This design comes from an exercise in tuning for small area on the open sky130 flow, not from production work.
In this exercise RTL edits were held to simulation tests only and were not proved equivalent to the original.
The flow treats the clock pin as an ideal source, which a real chip does not have.

==> module top, before the edit <==
module top (
  input clk,
  input rst,
  input echo,
  input respSeguidorLinea1,
  input respSeguidorLinea2,
  output VCC_respSeguidorLinea1,
  output GND_respSeguidorLinea1,
  output VCC_respSeguidorLinea2,
  output GND_respSeguidorLinea2,
  output trig,
  output D8,
  output D7,
  output D6,
  output D5,
  output D4,
  output D3,
  output D2,
  output D1,
  output A,
  output B,
  output C,
  output D,
  output E,
  output F,
  output G,
  output H,
  output VCC,
  output GND,
  output GND_motor_iz,
  output GND_motor_de,
  output m_izquierdo,
  output m_derecho
);
  assign VCC = 1'b1;
  assign GND = 1'b0;
  assign D8 = 1'b1;
  assign D7 = 1'b1;
  assign D6 = 1'b1;
  assign D5 = 1'b1;
  assign GND_motor_iz = 1'b0;
  assign GND_motor_de = 1'b0;
  assign VCC_respSeguidorLinea1 = 1'b1;
  assign GND_respSeguidorLinea1 = 1'b0;
  assign VCC_respSeguidorLinea2 = 1'b1;
  assign GND_respSeguidorLinea2 = 1'b0;
  genvar i;
  wire rst_n = ~rst;
  reg [19:0] tc_s;
  wire [19:0] tc_d;
  wire [20:0] tc_c;
  assign tc_d[0] = ~(rst | tc_s[0]);
  assign tc_c[1] = tc_s[0];
  generate
    for (i = 1; i < 20; i = i + 1) begin : g_tc
      if (i == 11)
        rbit_a1 u (.q(tc_s[i]), .c(tc_c[i]), .rn(rst_n), .d(tc_d[i]), .cn(tc_c[i+1]));
      else if (i % 2 == 1)
        rbit_a0 u (.q(tc_s[i]), .c(tc_c[i]), .r(rst), .d(tc_d[i]), .cn(tc_c[i+1]));
      else
        rbit_b0 u (.qn(tc_s[i]), .cn(tc_c[i]), .rn(rst_n), .d(tc_d[i]), .c(tc_c[i+1]));
    end
  endgenerate
  always @(posedge clk)
    tc_s <= tc_d;
  wire [19:0] tc = tc_s ^ 20'h55554;
  wire [1:0] sel = tc[13:12];
  assign trig = (tc[19:11] == 9'b000000001) && (tc[10:0] <= 11'd275);
  reg echo_q;
  always @(posedge clk) begin
    if (rst)
      echo_q <= 1'b0;
    else
      echo_q <= echo;
  end
  wire clr = rst | ~echo;
  wire clr_n = ~clr;
  reg [19:0] acc_s;
  wire [19:0] acc_d;
  wire [20:0] acc_c;
  assign acc_d[0] = ~(clr | acc_s[0]);
  assign acc_c[1] = acc_s[0];
  generate
    for (i = 1; i < 20; i = i + 1) begin : g_acc
      if (i == 1 || i == 5)
        rbit_a1k u (.q(acc_s[i]), .c(acc_c[i]), .r(clr), .d(acc_d[i]), .cn(acc_c[i+1]));
      else if (i == 2 || i == 6 || i == 8)
        rbit_b1k u (.qn(acc_s[i]), .cn(acc_c[i]), .rn(clr_n), .d(acc_d[i]), .c(acc_c[i+1]));
      else if (i % 2 == 1)
        rbit_a0 u (.q(acc_s[i]), .c(acc_c[i]), .r(clr), .d(acc_d[i]), .cn(acc_c[i+1]));
      else
        rbit_b0 u (.qn(acc_s[i]), .cn(acc_c[i]), .rn(clr_n), .d(acc_d[i]), .c(acc_c[i+1]));
    end
  endgenerate
  always @(posedge clk)
    acc_s <= acc_d;
  wire inc = ~acc_c[20];
  wire [3:0] fr = acc_s[19:16] ^ 4'b0101;
  reg [1:0] lh;
  reg [3:0] lt, lu;
  wire l358 = lh[1] & lh[0] & lt[2] & lt[0] & lu[3];
  wire kill = clr | (inc & l358);
  wire [3:0] lu_d, lt_d;
  wire cu, ct;
  bcd_digit u_lu (.q(lu), .e(inc), .k(kill), .d(lu_d), .co(cu));
  bcd_digit u_lt (.q(lt), .e(cu), .k(kill), .d(lt_d), .co(ct));
  wire [1:0] lh_d;
  tbit u_lh0 (.q(lh[0]), .t(ct), .k(kill), .d(lh_d[0]));
  tbit u_lh1 (.q(lh[1]), .t(ct & lh[0]), .k(kill), .d(lh_d[1]));
  always @(posedge clk) begin
    lu <= lu_d;
    lt <= lt_d;
    lh <= lh_d;
  end
  wire in_range = ~lh[1] & (~lh[0] | ~(lt[3] | lt[2]) |
                  (lt[2] & ~lt[1] & ~lt[0] & ~lu[3] & ~lu[2] & ~lu[1] & ~lu[0]));
  wire far_n = lh[1] | lh[0] | lt[3] | lt[2] | lt[1] |
               (lt[0] & (lu[3] | (lu[2] & (lu[1] | lu[0]))));
  wire [3:0] fd = (fr < 4'd10) ? fr : fr - 4'd10;
  reg far;
  always @(posedge clk) begin
    if (rst)
      far <= 1'b0;
    else
      far <= far_n;
  end
  assign m_izquierdo = far & respSeguidorLinea1;
  assign m_derecho = respSeguidorLinea2 | ~far;
  reg dp, wh;
  reg [3:0] wt, wu, wf;
  wire cap = echo_q & ~echo;
  always @(posedge clk) begin
    if (rst) begin
      dp <= 1'b0;
      wh <= 1'b0;
      wt <= 4'd0;
      wu <= 4'd0;
      wf <= 4'd0;
    end else if (cap) begin
      dp <= in_range;
      wh <= ~in_range | lh[0];
      wt <= lt;
      wu <= lu;
      wf <= fd;
    end
  end
  reg [3:0] q;
  always @(*) begin
    case (sel)
      2'd0: q = 4'd1;
      2'd1: q = wt;
      2'd2: q = wu;
      default: q = wf;
    endcase
  end
  wire [6:0] sg;
  assign sg[0] = ~(q[1] | (~q[2] & ~q[0]) | (q[2] & q[0]) | q[3]);
  assign sg[1] = ~((~q[1] & ~q[0]) | (q[1] & q[0]) | ~q[2]);
  assign sg[2] = ~q[2] & q[1] & ~q[0];
  assign sg[3] = (~q[2] & ~q[1] & q[0]) | (q[2] & ~q[1] & ~q[0]) | (q[2] & q[1] & q[0]);
  assign sg[4] = q[0] | (q[2] & ~q[1]);
  assign sg[5] = (q[1] & q[0]) | (~q[2] & q[1]) | (~q[3] & ~q[2] & q[0]);
  assign sg[6] = (q[2] & q[1] & q[0]) | (~q[3] & ~q[2] & ~q[1]);
  wire oor = wh & ~dp;
  wire blank = ~wh & (sel == 2'd0 || (sel == 2'd1 && wt == 4'd0));
  reg [6:0] letter;
  always @(*) begin
    case (sel)
      2'd0: letter = 7'h0e;   
      2'd1: letter = 7'h08;   
      2'd2: letter = 7'h47;   
      default: letter = 7'h46;   
    endcase
  end
  assign {G, F, E, D, C, B, A} = oor ? letter : blank ? 7'h7f : sg;
  assign D4 = (sel != 2'd0);
  assign D3 = (sel != 2'd1);
  assign D2 = (sel != 2'd2);
  assign D1 = (sel != 2'd3);
  assign H = ((sel != 2'd0) & ~dp) | (dp & (sel != 2'd2));
endmodule
export LEC_CHECK = 0
export CAP_MARGIN = 20
export CORE_MARGIN = 2
export CORE_UTILIZATION = 60
export SLEW_MARGIN = 20
create_clock -name core_clock -period 20.0 [get_ports {clk}]
standard.sh (not shown) runs the stock make flow with config.mk's settings and CLKGATE_MAP_FILE= SYNTH_SCRIPT=/design/flow/synth_recipe.tcl, a recipe that flattens the netlist after the stock synthesis.
==> flow/flow/run.sh <==
#!/bin/bash
# Layout flow: the standard ORFS flow (standard.sh) with area-saving
# changes:
#  - synthesis: synth_recipe.tcl with an area-oriented abc script
#    (synth_area.tcl, area.abc); registers are the same as the standard
#    synthesis's
#  - after floorplan, every logic cell is swapped to the smallest drive
#    strength of the same cell (downsize.tcl); timing repair later in the
#    flow may size cells up again where needed
#  - one tie cell drives all constant outputs (tiemerge.tcl)
#  - ports are buffered with buf_1
#  - CTS with clkbuf_4 and no dummy loads; a leaf clock buffer with a
#    slow edge at its flip-flops is then swapped for clkbuf_8 (clkfix.tcl)
# Each ORFS step writes its full log under orfs/logs/; make's output goes
# to flow.log.
set -euo pipefail
HERE=$(pwd)
export FLOW_SYNTH_TCL=$HERE/synth_recipe.tcl
export AREA_ABC_SCRIPT=$HERE/flow/area.abc
export FLOW_DIR_OWN=$HERE/flow
export POST_FLOORPLAN_TCL=$HERE/flow/post_floorplan.tcl
export POST_CTS_TCL=$HERE/flow/clkfix.tcl
export SKIP_REPAIR_TIE_FANOUT=1
export BUFFER_PORTS_ARGS="-buffer_cell sky130_fd_sc_hd__buf_1"
export CTS_ARGS="-sink_clustering_enable -repair_clock_nets -dont_use_dummy_load -buf_list sky130_fd_sc_hd__clkbuf_4 -sink_clustering_size 24 -sink_clustering_max_diameter 120"
sed "s#SYNTH_SCRIPT=[^ ]*#SYNTH_SCRIPT=$HERE/flow/synth_area.tcl#" standard.sh > standard_area.sh
grep -q "SYNTH_SCRIPT=$HERE/flow/synth_area.tcl" standard_area.sh
bash standard_area.sh > flow.log 2>&1
Other scripts of this flow, unchanged in this note and not shown: flow/flow/area.abc, flow/flow/clkfix.tcl, flow/flow/downsize.tcl, flow/flow/post_floorplan.tcl, flow/flow/synth_area.tcl, flow/flow/tiemerge.tcl
Then changed:
--- a/flow/design.v
+++ b/flow/design.v
@@ -129,30 +129,21 @@
   reg dp, wh;
   reg [3:0] wt, wu, wf;
   wire cap = echo_q & ~echo;
-  always @(posedge clk) begin
-    if (rst) begin
-      dp <= 1'b0;
-      wh <= 1'b0;
-      wt <= 4'd0;
-      wu <= 4'd0;
-      wf <= 4'd0;
-    end else if (cap) begin
-      dp <= in_range;
-      wh <= ~in_range | lh[0];
-      wt <= lt;
-      wu <= lu;
-      wf <= fd;
+  wire [13:0] w_q = {dp, wh, wt, wu, wf};
+  wire [13:0] w_nv = {in_range, ~in_range | lh[0], lt, lu, fd};
+  wire [13:0] w_d;
+  generate
+    for (i = 0; i < 14; i = i + 1) begin : g_w
+      capbit u (.q(w_q[i]), .nv(w_nv[i]), .e(cap), .r(rst), .d(w_d[i]));
     end
-  end
-  reg [3:0] q;
-  always @(*) begin
-    case (sel)
-      2'd0: q = 4'd1;
-      2'd1: q = wt;
-      2'd2: q = wu;
-      default: q = wf;
-    endcase
-  end
+  endgenerate
+  always @(posedge clk)
+    {dp, wh, wt, wu, wf} <= w_d;
+  wire s0 = ~sel[1] & ~sel[0];
+  wire s1 = ~sel[1] & sel[0];
+  wire s2 = sel[1] & ~sel[0];
+  wire s3 = sel[1] & sel[0];
+  wire [3:0] q = ({4{s1}} & wt) | ({4{s2}} & wu) | ({4{s3}} & wf) | {3'b000, s0};
   wire [6:0] sg;
   assign sg[0] = ~(q[1] | (~q[2] & ~q[0]) | (q[2] & q[0]) | q[3]);
   assign sg[1] = ~((~q[1] & ~q[0]) | (q[1] & q[0]) | ~q[2]);
@@ -162,7 +153,7 @@
   assign sg[5] = (q[1] & q[0]) | (~q[2] & q[1]) | (~q[3] & ~q[2] & q[0]);
   assign sg[6] = (q[2] & q[1] & q[0]) | (~q[3] & ~q[2] & ~q[1]);
   wire oor = wh & ~dp;
-  wire blank = ~wh & (sel == 2'd0 || (sel == 2'd1 && wt == 4'd0));
+  wire blank = ~wh & (s0 | (s1 & (wt == 4'd0)));
   reg [6:0] letter;
   always @(*) begin
     case (sel)
@@ -173,11 +164,11 @@
     endcase
   end
   assign {G, F, E, D, C, B, A} = oor ? letter : blank ? 7'h7f : sg;
-  assign D4 = (sel != 2'd0);
-  assign D3 = (sel != 2'd1);
-  assign D2 = (sel != 2'd2);
-  assign D1 = (sel != 2'd3);
-  assign H = ((sel != 2'd0) & ~dp) | (dp & (sel != 2'd2));
+  assign D4 = ~s0;
+  assign D3 = ~s1;
+  assign D2 = ~s2;
+  assign D1 = ~s3;
+  assign H = dp ? ~s2 : ~s0;
 endmodule
 module rbit_a0 (input q, input c, input r, output d, output cn);
   assign d = (q & ~c & ~r) | (~q & c & ~r);
@@ -215,3 +206,6 @@
 module tbit (input q, input t, input k, output d);
   assign d = (q & ~t & ~k) | (~q & t & ~k);
 endmodule
+module capbit (input q, input nv, input e, input r, output d);
+  assign d = ~r & ((e & nv) | (~e & q));
+endmodule
What happened: Cell count fell by about 0.7%. Wire length rises by about 6%. Non-clock buffer count stays the same. Synthesized cell count falls by 0.88%. Final area fell by about 0.6%. Hold slack is about the same. Die area came out lower by 0.56%. Clock-buffer cell count is unchanged. First-iteration DRC count came out lower by about 6%. Synthesized area fell by about 0.6%. Utilization decreases by 0.37 points.

-- re-timing with driven ports --
In the flow no input, the clock included, has a driving cell. The finished layouts below were timed again as built, in two steps. Step 1 assumes that a clkbuf_16 drives the clock port and a buf_2 every other input. Step 2, shift: input delay + t, output delay - t, t = (earliest + latest rising clock arrival at the registers) / 2. This alone moves slack from input paths to output paths. Slacks: no drivers / after step 1 / after step 2; pairs: no drivers / after step 1.
| run | t, ns | slack for setup (ns) | worst hold slack (ns) | worst slew at a driven data input, ns |
|---|---|---|---|---|
| the first run | 0.395 | 11.690 / 11.668 / 11.668 | 0.436 / 0.436 / 0.436 | 0.03 |
| the second run | 0.416 | 11.675 / 11.651 / 11.651 | 0.439 / 0.439 / 0.439 | 0.03 |
After both steps setup and hold are still met in every run listed. For the second run, which loses most, drivers alone change the setup slack by -0.024 ns; drivers and shift together by -0.024 ns.
